Background: an optimization exercise with open tools, aiming at small area and a short achievable clock period. Do not read the settings as production practice.
Where RTL was checked, it was by simulation tests only, not by an equivalence proof against the original.
No activity file was given, so power comes from the tool's default toggle rates.

==> 04-22 <==
==> flow/design.v (excerpt) <==
module Stack(
    input clk,
    input Reset,
    input StackRead,
    input StackWrite,
    input [7:0] Datain,
    output [7:0] Dataout
);
==> module SRAM, before the edit <==
module SRAM(
    input clk,
    input Reset,
    input [7:0] Address,
    input SRAMRead,
    input SRAMWrite,
    input [7:0] Datain,
    output reg [7:0] Dataout
);
    reg [7:0] datamem [0:255];
    always @(posedge clk or posedge Reset) begin
        if (Reset) begin
            Dataout <= 8'b0;
        end
        else if (SRAMRead) begin
            Dataout <= datamem[Address];
        end
        else if (SRAMWrite) begin
            datamem[Address] <= Datain;
        end
    end
endmodule
==> module Stack, before the edit <==
module Stack(
    input clk,
    input Reset,
    input StackRead,
    input StackWrite,
    input [7:0] Datain,
    output [7:0] Dataout
);
    wire [7:0] sram_out;
    reg [7:0] sp;   
    SRAM sram_instance(
        .clk(clk),
        .Reset(Reset),
        .Address(StackRead ? sp + 8'd1 : sp),   
        .SRAMRead(StackRead),
        .SRAMWrite(StackWrite),
        .Datain(Datain),
        .Dataout(sram_out)
    );
    assign Dataout = sram_out;
    always @(posedge clk or posedge Reset) begin
        if (Reset) begin
            sp <= 8'hFF;   
        end
        else if (StackWrite) begin
            sp <= sp - 1;   
        end
        else if (StackRead) begin
            sp <= sp + 1;   
        end
    end
endmodule
Settings: LEC_CHECK=0, CAP_MARGIN=30, CORE_MARGIN=2, CORE_UTILIZATION=35, PLACE_DENSITY=0.5, SLEW_MARGIN=20; clock period 7.0 ns.
run.sh (not shown) runs the stock make flow with config.mk's settings and CLKGATE_MAP_FILE= SYNTH_SCRIPT=/design/flow/synth_recipe.tcl, a recipe that flattens the netlist after the stock synthesis.
==> 11-14 (differences from 04-22) <==
==> flow/design.v (replaced) <==
module SRAM_nand2(input a, input b, output y);
    assign y = ~(a & b);
endmodule
module SRAM_nor2(input a, input b, output y);
    assign y = ~(a | b);
endmodule
module SRAM_nand4(input a, input b, input c, input d, output y);
    assign y = ~(a & b & c & d);
endmodule
module SRAM_inv(input a, output y);
    assign y = ~a;
endmodule
module SRAM_leaf(input sa, input ma, input sb, input mb, output t);
    assign t = ~((sa | ma) & (sb | mb));
endmodule
module SRAM_color(input [127:0] t, output r);
    wire [63:0] u;
    wire [15:0] v;
    wire [7:0]  w;
    wire [1:0]  x;
    genvar k;
    generate
        for (k = 0; k < 64; k = k + 1) begin : l1
            SRAM_nor2 g(.a(t[2*k]), .b(t[2*k+1]), .y(u[k]));
        end
        for (k = 0; k < 16; k = k + 1) begin : l2
            SRAM_nand4 g(.a(u[4*k]), .b(u[4*k+1]), .c(u[4*k+2]), .d(u[4*k+3]), .y(v[k]));
        end
        for (k = 0; k < 8; k = k + 1) begin : l3
            SRAM_nor2 g(.a(v[2*k]), .b(v[2*k+1]), .y(w[k]));
        end
        for (k = 0; k < 2; k = k + 1) begin : l4
            SRAM_nand4 g(.a(w[4*k]), .b(w[4*k+1]), .c(w[4*k+2]), .d(w[4*k+3]), .y(x[k]));
        end
    endgenerate
    SRAM_nor2 l5(.a(x[0]), .b(x[1]), .y(r));
endmodule
module SRAM(
    input  [15:0]   hi,
    input  [15:0]   lo,
    input           wv,
    input  [2047:0] mem,      
    output [255:0]  wen,
    output [7:0]    rd
);
    wire [15:0]  hin, lown;
    wire [255:0] rseln;
    genvar i, b;
    generate
        for (i = 0; i < 16; i = i + 1) begin : pre
            SRAM_inv   hn(.a(hi[i]), .y(hin[i]));
            SRAM_nand2 ln(.a(lo[i]), .b(wv), .y(lown[i]));
        end
        for (i = 0; i < 256; i = i + 1) begin : row
            localparam integer P = (i + 255) % 256;    
            SRAM_nand2 rs(.a(hi[P / 16]), .b(lo[P % 16]), .y(rseln[i]));
            SRAM_nor2  we(.a(hin[i / 16]), .b(lown[i % 16]), .y(wen[i]));
        end
        for (b = 0; b < 8; b = b + 1) begin : col
            wire [127:0] t;
            for (i = 0; i < 128; i = i + 1) begin : pair
                SRAM_leaf lf(.sa(rseln[2*i]),   .ma(mem[16*i + b]),
                             .sb(rseln[2*i+1]), .mb(mem[16*i + 8 + b]),
                             .t(t[i]));
            end
            SRAM_color co(.t(t), .r(rd[b]));
        end
    endgenerate
endmodule
module Stack(
    input clk,
    input Reset,
    input StackRead,
    input StackWrite,
    input [7:0] Datain,
    output reg [7:0] Dataout
);
    reg  [15:0]   hi;
    reg  [15:0]   lo;
    reg  [7:0]    top;
    reg           wv;
    reg  [2047:0] mem;
    wire [255:0]  wen;
    wire [7:0]    rd;
    SRAM sram_instance(
        .hi(hi),
        .lo(lo),
        .wv(wv),
        .mem(mem),
        .wen(wen),
        .rd(rd)
    );
    genvar i;
    generate
        for (i = 0; i < 256; i = i + 1) begin : row
            always @(posedge clk)
                if (wen[i]) mem[8*i +: 8] <= top;
        end
    endgenerate
    always @(posedge clk or posedge Reset) begin
        if (Reset) begin
            hi <= 16'h0001;           
            lo <= 16'h0001;
            wv <= 1'b0;
            Dataout <= 8'h00;
        end
        else begin
            wv <= StackWrite;
            if (StackWrite) begin                     
                lo <= {lo[0], lo[15:1]};
                if (lo[0]) hi <= {hi[0], hi[15:1]};
            end
            else if (StackRead) begin                 
                lo <= {lo[14:0], lo[15]};
                if (lo[15]) hi <= {hi[14:0], hi[15]};
                Dataout <= top;
            end
        end
    end
    always @(posedge clk) begin
        if (StackWrite)
            top <= Datain;
        else if (StackRead)
            top <= rd;
    end
endmodule
--- a/flow/config.mk
+++ b/flow/config.mk
@@ -7,6 +7,13 @@
 export LEC_CHECK = 0
 export CAP_MARGIN = 30
 export CORE_MARGIN = 2
-export CORE_UTILIZATION = 35
-export PLACE_DENSITY = 0.5
+export CORE_UTILIZATION = 60
+export CTS_BUF_LIST = sky130_fd_sc_hd__clkbuf_16 sky130_fd_sc_hd__clkbuf_8
+export CTS_CLUSTER_DIAMETER = 60
+export CTS_CLUSTER_SIZE = 30
+export PLACE_DENSITY = 0.7
+export SETUP_SLACK_MARGIN = 4.7
 export SLEW_MARGIN = 20
+export SYNTH_HIERARCHICAL = 1
+export SYNTH_MINIMUM_KEEP_SIZE = 0
+export TNS_END_PERCENT = 100
==> qor summary <==
| item | 11-14 | 04-22 |
|---|---|---|
| Result of the run | no timing/DRC/antenna violations | no timing/DRC/antenna violations |
| Number of logic stages on the critical path including buffering | 1 | 18 |
| Final worst slack | 4.22 ns | 0.320 ns |
| Setup repair after global routing missed its margin | true | false |
| Amount of wire on met3 after detailed routing | 26900 microns | 78800 microns |
| Final-stage net count | 4908 | 5740 |
| Total buffers and inverters traversed by the critical path | 1 | 7 |
| Number of tap cells inserted | 1650 | 3009 |
| Worst-margin pin slew | 1.11 ns | 1.23 ns |
| Leakage power | 26.9 nW | 30.8 nW |
| Total number of clock tree sinks | 2097 | 2064 |
| Worst slack, placed | 3.77 ns | 0.176 ns |
| Die Y-Extent | 359 microns | 482 microns |
Function not checked in 04-22: the RTL went through the layout flow alone.

---

==> v15 <==
Another version of the RTL of Stack (not shown whole).
==> module SRAM_predec, before the edit <==
module SRAM_predec(
    input  [7:0]  tp,
    input         wv,
    output [15:0] hi,
    output [15:0] hin,
    output [15:0] lo,
    output [15:0] lown
);
    genvar k;
    generate
        for (k = 0; k < 16; k = k + 1) begin : g
            assign hi[k]   = (tp[7:4] == k);
            assign hin[k]  = ~(tp[7:4] == k);
            assign lo[k]   = (tp[3:0] == k);
            assign lown[k] = ~(wv & (tp[3:0] == k));
        end
    endgenerate
endmodule
==> module SRAM_rsel, before the edit <==
module SRAM_rsel(input a, input b, output yn);
    assign yn = ~(a & b);
endmodule
==> module SRAM_wen, before the edit <==
module SRAM_wen(input an, input bn, output y);
    assign y = ~(an | bn);
endmodule
==> module SRAM_color, before the edit <==
module SRAM_color(input [127:0] t, output rn);
    assign rn = |t;
endmodule
==> module SRAM, before the edit <==
module SRAM(
    input  [7:0]    tp,
    input           wv,
    input  [2047:0] mem,      
    output [255:0]  wen,      
    output [7:0]    rdn       
);
    wire [15:0] hi, hin, lo, lown;
    wire [255:0] rseln;
    SRAM_predec pd(.tp(tp), .wv(wv), .hi(hi), .hin(hin), .lo(lo), .lown(lown));
    genvar i, b;
    generate
        for (i = 0; i < 256; i = i + 1) begin : row
            localparam integer P = (i + 255) % 256;    
            SRAM_rsel rs(.a(hi[P / 16]), .b(lo[P % 16]), .yn(rseln[i]));
            SRAM_wen  we(.an(hin[i / 16]), .bn(lown[i % 16]), .y(wen[i]));
        end
        for (b = 0; b < 8; b = b + 1) begin : col
            wire [127:0] t;
            for (i = 0; i < 128; i = i + 1) begin : pair
                SRAM_leaf lf(.sa(rseln[2*i]),   .ma(mem[16*i + b]),
                             .sb(rseln[2*i+1]), .mb(mem[16*i + 8 + b]),
                             .t(t[i]));
            end
            SRAM_color co(.t(t), .rn(rdn[b]));
        end
    endgenerate
endmodule
==> module Stack, before the edit <==
module Stack(
    input clk,
    input Reset,
    input StackRead,
    input StackWrite,
    input [7:0] Datain,
    output reg [7:0] Dataout
);
    reg  [7:0]    tp;
    reg  [7:0]    top;
    reg           wv;
    reg  [2047:0] mem;
    wire [255:0]  wen;
    wire [7:0]    rdn;
    SRAM sram_instance(
        .tp(tp),
        .wv(wv),
        .mem(mem),
        .wen(wen),
        .rdn(rdn)
    );
    genvar i;
    generate
        for (i = 0; i < 256; i = i + 1) begin : row
            always @(posedge clk)
                if (wen[i]) mem[8*i +: 8] <= top;
        end
    endgenerate
    always @(posedge clk or posedge Reset) begin
        if (Reset) begin
            tp <= 8'h00;
            wv <= 1'b0;
            Dataout <= 8'h00;
        end
        else begin
            wv <= StackWrite;
            if (StackWrite)
                tp <= tp - 8'd1;
            else if (StackRead) begin
                tp <= tp + 8'd1;
                Dataout <= top;
            end
        end
    end
    always @(posedge clk) begin
        if (StackWrite)
            top <= Datain;
        else if (StackRead)
            top <= ~rdn;
    end
endmodule
Settings: LEC_CHECK=0, CAP_MARGIN=30, CORE_MARGIN=2, CORE_UTILIZATION=60, CTS_BUF_LIST=sky130_fd_sc_hd__clkbuf_4 sky130_fd_sc_hd__clkbuf_8, PLACE_DENSITY=0.7, SLEW_MARGIN=20, SYNTH_HIERARCHICAL=1, SYNTH_MINIMUM_KEEP_SIZE=0; clock period 7.0 ns.
==> inputs of v5, as changes to v15 <==
==> flow/design.v (replaced) <==
module SRAM_nand2(input a, input b, output y);
    assign y = ~(a & b);
endmodule
module SRAM_nor2(input a, input b, output y);
    assign y = ~(a | b);
endmodule
module SRAM_nand4(input a, input b, input c, input d, output y);
    assign y = ~(a & b & c & d);
endmodule
module SRAM_inv(input a, output y);
    assign y = ~a;
endmodule
module SRAM_leaf(input sa, input ma, input sb, input mb, output t);
    assign t = ~((sa | ma) & (sb | mb));
endmodule
module SRAM_color(input [127:0] t, output r);
    wire [63:0] u;
    wire [15:0] v;
    wire [7:0]  w;
    wire [1:0]  x;
    genvar k;
    generate
        for (k = 0; k < 64; k = k + 1) begin : l1
            SRAM_nor2 g(.a(t[2*k]), .b(t[2*k+1]), .y(u[k]));
        end
        for (k = 0; k < 16; k = k + 1) begin : l2
            SRAM_nand4 g(.a(u[4*k]), .b(u[4*k+1]), .c(u[4*k+2]), .d(u[4*k+3]), .y(v[k]));
        end
        for (k = 0; k < 8; k = k + 1) begin : l3
            SRAM_nor2 g(.a(v[2*k]), .b(v[2*k+1]), .y(w[k]));
        end
        for (k = 0; k < 2; k = k + 1) begin : l4
            SRAM_nand4 g(.a(w[4*k]), .b(w[4*k+1]), .c(w[4*k+2]), .d(w[4*k+3]), .y(x[k]));
        end
    endgenerate
    SRAM_nor2 l5(.a(x[0]), .b(x[1]), .y(r));
endmodule
module SRAM(
    input  [15:0]   hi,
    input  [15:0]   lo,
    input           wv,
    input  [2047:0] mem,      
    output [255:0]  wen,
    output [7:0]    rd
);
    wire [15:0]  hin, lown;
    wire [255:0] rseln;
    genvar i, b;
    generate
        for (i = 0; i < 16; i = i + 1) begin : pre
            SRAM_inv   hn(.a(hi[i]), .y(hin[i]));
            SRAM_nand2 ln(.a(lo[i]), .b(wv), .y(lown[i]));
        end
        for (i = 0; i < 256; i = i + 1) begin : row
            localparam integer P = (i + 255) % 256;    
            SRAM_nand2 rs(.a(hi[P / 16]), .b(lo[P % 16]), .y(rseln[i]));
            SRAM_nor2  we(.a(hin[i / 16]), .b(lown[i % 16]), .y(wen[i]));
        end
        for (b = 0; b < 8; b = b + 1) begin : col
            wire [127:0] t;
            for (i = 0; i < 128; i = i + 1) begin : pair
                SRAM_leaf lf(.sa(rseln[2*i]),   .ma(mem[16*i + b]),
                             .sb(rseln[2*i+1]), .mb(mem[16*i + 8 + b]),
                             .t(t[i]));
            end
            SRAM_color co(.t(t), .r(rd[b]));
        end
    endgenerate
endmodule
module Stack(
    input clk,
    input Reset,
    input StackRead,
    input StackWrite,
    input [7:0] Datain,
    output reg [7:0] Dataout
);
    reg  [15:0]   hi;
    reg  [15:0]   lo;
    reg  [7:0]    top;
    reg           wv;
    reg  [2047:0] mem;
    wire [255:0]  wen;
    wire [7:0]    rd;
    SRAM sram_instance(
        .hi(hi),
        .lo(lo),
        .wv(wv),
        .mem(mem),
        .wen(wen),
        .rd(rd)
    );
    genvar i;
    generate
        for (i = 0; i < 256; i = i + 1) begin : row
            always @(posedge clk)
                if (wen[i]) mem[8*i +: 8] <= top;
        end
    endgenerate
    always @(posedge clk or posedge Reset) begin
        if (Reset) begin
            hi <= 16'h0001;           
            lo <= 16'h0001;
            wv <= 1'b0;
            Dataout <= 8'h00;
        end
        else begin
            wv <= StackWrite;
            if (StackWrite) begin                     
                lo <= {lo[0], lo[15:1]};
                if (lo[0]) hi <= {hi[0], hi[15:1]};
            end
            else if (StackRead) begin                 
                lo <= {lo[14:0], lo[15]};
                if (lo[15]) hi <= {hi[14:0], hi[15]};
                Dataout <= top;
            end
        end
    end
    always @(posedge clk) begin
        if (StackWrite)
            top <= Datain;
        else if (StackRead)
            top <= rd;
    end
endmodule
- CTS_BUF_LIST: sky130_fd_sc_hd__clkbuf_4 sky130_fd_sc_hd__clkbuf_8 -> sky130_fd_sc_hd__clkbuf_16 sky130_fd_sc_hd__clkbuf_8
- CTS_CLUSTER_DIAMETER: unset -> 60
- CTS_CLUSTER_SIZE: unset -> 30
- SETUP_SLACK_MARGIN: unset -> 4.4
- TNS_END_PERCENT: unset -> 10
==> inputs of v9, as changes to v15 <==
==> flow/design.v (replaced) <==
module SRAM_nand2(input a, input b, output y);
    assign y = ~(a & b);
endmodule
module SRAM_nor2(input a, input b, output y);
    assign y = ~(a | b);
endmodule
module SRAM_nand4(input a, input b, input c, input d, output y);
    assign y = ~(a & b & c & d);
endmodule
module SRAM_inv(input a, output y);
    assign y = ~a;
endmodule
module SRAM_leaf(input sa, input ma, input sb, input mb, output t);
    assign t = ~((sa | ma) & (sb | mb));
endmodule
module SRAM_color(input [127:0] t, output r);
    wire [63:0] u;
    wire [15:0] v;
    wire [7:0]  w;
    wire [1:0]  x;
    genvar k;
    generate
        for (k = 0; k < 64; k = k + 1) begin : l1
            SRAM_nor2 g(.a(t[2*k]), .b(t[2*k+1]), .y(u[k]));
        end
        for (k = 0; k < 16; k = k + 1) begin : l2
            SRAM_nand4 g(.a(u[4*k]), .b(u[4*k+1]), .c(u[4*k+2]), .d(u[4*k+3]), .y(v[k]));
        end
        for (k = 0; k < 8; k = k + 1) begin : l3
            SRAM_nor2 g(.a(v[2*k]), .b(v[2*k+1]), .y(w[k]));
        end
        for (k = 0; k < 2; k = k + 1) begin : l4
            SRAM_nand4 g(.a(w[4*k]), .b(w[4*k+1]), .c(w[4*k+2]), .d(w[4*k+3]), .y(x[k]));
        end
    endgenerate
    SRAM_nor2 l5(.a(x[0]), .b(x[1]), .y(r));
endmodule
module SRAM(
    input  [15:0]   hi,
    input  [15:0]   lo,
    input           wv,
    input  [2047:0] mem,      
    output [255:0]  wen,
    output [7:0]    rd
);
    wire [15:0]  hin, lown;
    wire [255:0] rseln;
    genvar i, b;
    generate
        for (i = 0; i < 16; i = i + 1) begin : pre
            SRAM_inv   hn(.a(hi[i]), .y(hin[i]));
            SRAM_nand2 ln(.a(lo[i]), .b(wv), .y(lown[i]));
        end
        for (i = 0; i < 256; i = i + 1) begin : row
            localparam integer P = (i + 255) % 256;    
            SRAM_nand2 rs(.a(hi[P / 16]), .b(lo[P % 16]), .y(rseln[i]));
            SRAM_nor2  we(.a(hin[i / 16]), .b(lown[i % 16]), .y(wen[i]));
        end
        for (b = 0; b < 8; b = b + 1) begin : col
            wire [127:0] t;
            for (i = 0; i < 128; i = i + 1) begin : pair
                SRAM_leaf lf(.sa(rseln[2*i]),   .ma(mem[16*i + b]),
                             .sb(rseln[2*i+1]), .mb(mem[16*i + 8 + b]),
                             .t(t[i]));
            end
            SRAM_color co(.t(t), .r(rd[b]));
        end
    endgenerate
endmodule
module Stack(
    input clk,
    input Reset,
    input StackRead,
    input StackWrite,
    input [7:0] Datain,
    output reg [7:0] Dataout
);
    reg  [15:0]   hi;
    reg  [15:0]   lo;
    reg  [7:0]    top;
    reg           wv;
    reg  [2047:0] mem;
    wire [255:0]  wen;
    wire [7:0]    rd;
    SRAM sram_instance(
        .hi(hi),
        .lo(lo),
        .wv(wv),
        .mem(mem),
        .wen(wen),
        .rd(rd)
    );
    genvar i;
    generate
        for (i = 0; i < 256; i = i + 1) begin : row
            always @(posedge clk)
                if (wen[i]) mem[8*i +: 8] <= top;
        end
    endgenerate
    always @(posedge clk or posedge Reset) begin
        if (Reset) begin
            hi <= 16'h0001;           
            lo <= 16'h0001;
            wv <= 1'b0;
            Dataout <= 8'h00;
        end
        else begin
            wv <= StackWrite;
            if (StackWrite) begin                     
                lo <= {lo[0], lo[15:1]};
                if (lo[0]) hi <= {hi[0], hi[15:1]};
            end
            else if (StackRead) begin                 
                lo <= {lo[14:0], lo[15]};
                if (lo[15]) hi <= {hi[14:0], hi[15]};
                Dataout <= top;
            end
        end
    end
    always @(posedge clk) begin
        if (StackWrite)
            top <= Datain;
        else if (StackRead)
            top <= rd;
    end
endmodule
- CTS_BUF_LIST: sky130_fd_sc_hd__clkbuf_4 sky130_fd_sc_hd__clkbuf_8 -> unset
- SETUP_SLACK_MARGIN: unset -> 4.4
- TNS_END_PERCENT: unset -> 10
==> results.txt <==
Final Total Pwr=between 30 and 40 mW; HP Start=Dataout[5]$_DFFE_PP0P_; outcome=no timing/DRC/antenna violations; hold endpoint=Dataout[5]$_DFFE_PP0P_; crit path launch=tp[0]$_DFFE_PP0P_; Initial Util=between 60% and 70%; sequential share of the synthesized area=84.4%; Int Pwr=21.9 mW; Clock Path Buffers=4; placed inst area=~77000 sq um
Source of the figures above: v15

==> results.txt <==
sequential share of the synthesized area=between 80 and 90%; Int Pwr=between 15 and 20 mW; crit path launch=Dataout[5]$_DFFE_PP0P_; WP data arrival=1.46 ns; DIE AREA=about 130000 sq um; Final Hold Viols=0; Initial Util=60.4%; worst hold path type=reg2reg; Compound-Gate Fraction of Synth Area=under 10%; outcome=no timing/DRC/antenna violations; hold endpoint=Dataout[2]$_DFFE_PP0P_; Clock Path Buffers=3; Final Total Pwr=approximately 25 mW; Post-Syn Area=around 76000 sq um; comb_multi_in=between 2000 and 2500
Source of the figures above: v9

==> results.txt <==
met2 wire length=~94000 um; Largest regs=mem: 2048 flops, hi: 16 flops, lo: 16 flops; sequential share of the synthesized area=around 83%; Clock Path Buffers=3; outcome=no timing/DRC/antenna violations; Initial Util=~60%; routed wire length=202000 um; Final Total Pwr=between 20 and 25 mW; Yosys cell types=25; number of clock buffers in the layout=140; Int Pwr=~18 mW; Final Cycle Share=between 40% and 50%; fin cells=approximately 6500; hold endpoint=Dataout[2]$_DFFE_PP0P_
Source of the figures above: v5

The RTL of v15 was laid out without a check of its function.

[afterwards: timing with drivers on the ports]
In the flow no input, the clock included, has a driving cell. The finished layouts below were timed again as built, in two steps. Step 1 sets driving cells, clkbuf_16 on the clock port and buf_2 on the other inputs (assumed; they add their load-dependent delay and slew). Step 2 adds t to the input delays and takes it off the output delays; t is the mean of the earliest and latest rising clock arrival at the registers after step 1. Input paths then give back, and output paths get back, about the clock's delay inside the block. Three values: ideal, step 1, step 2; two values: the first two.
run	shift t [ns]	setup slack, ns	worst setup path at the end	cell pins on the clock port's net
04-22	1.037	0.320 / 0.320 / -0.180	input to register	1
11-14	0.835	4.215 / 4.144 / 3.918	input to register	1
v15	1.081	2.341 / 2.341 / 2.341	register to register	1
v5	0.843	4.196 / 4.122 / 3.740	input to register	1
v9	0.891	4.144 / 4.066 / 3.739	input to register	1
Met with ideal ports but missed after step 2: setup timing in 04-22. The setup slack of 04-22, which loses most, moves by 0.000 ns with the drivers and by -0.500 ns with both steps.
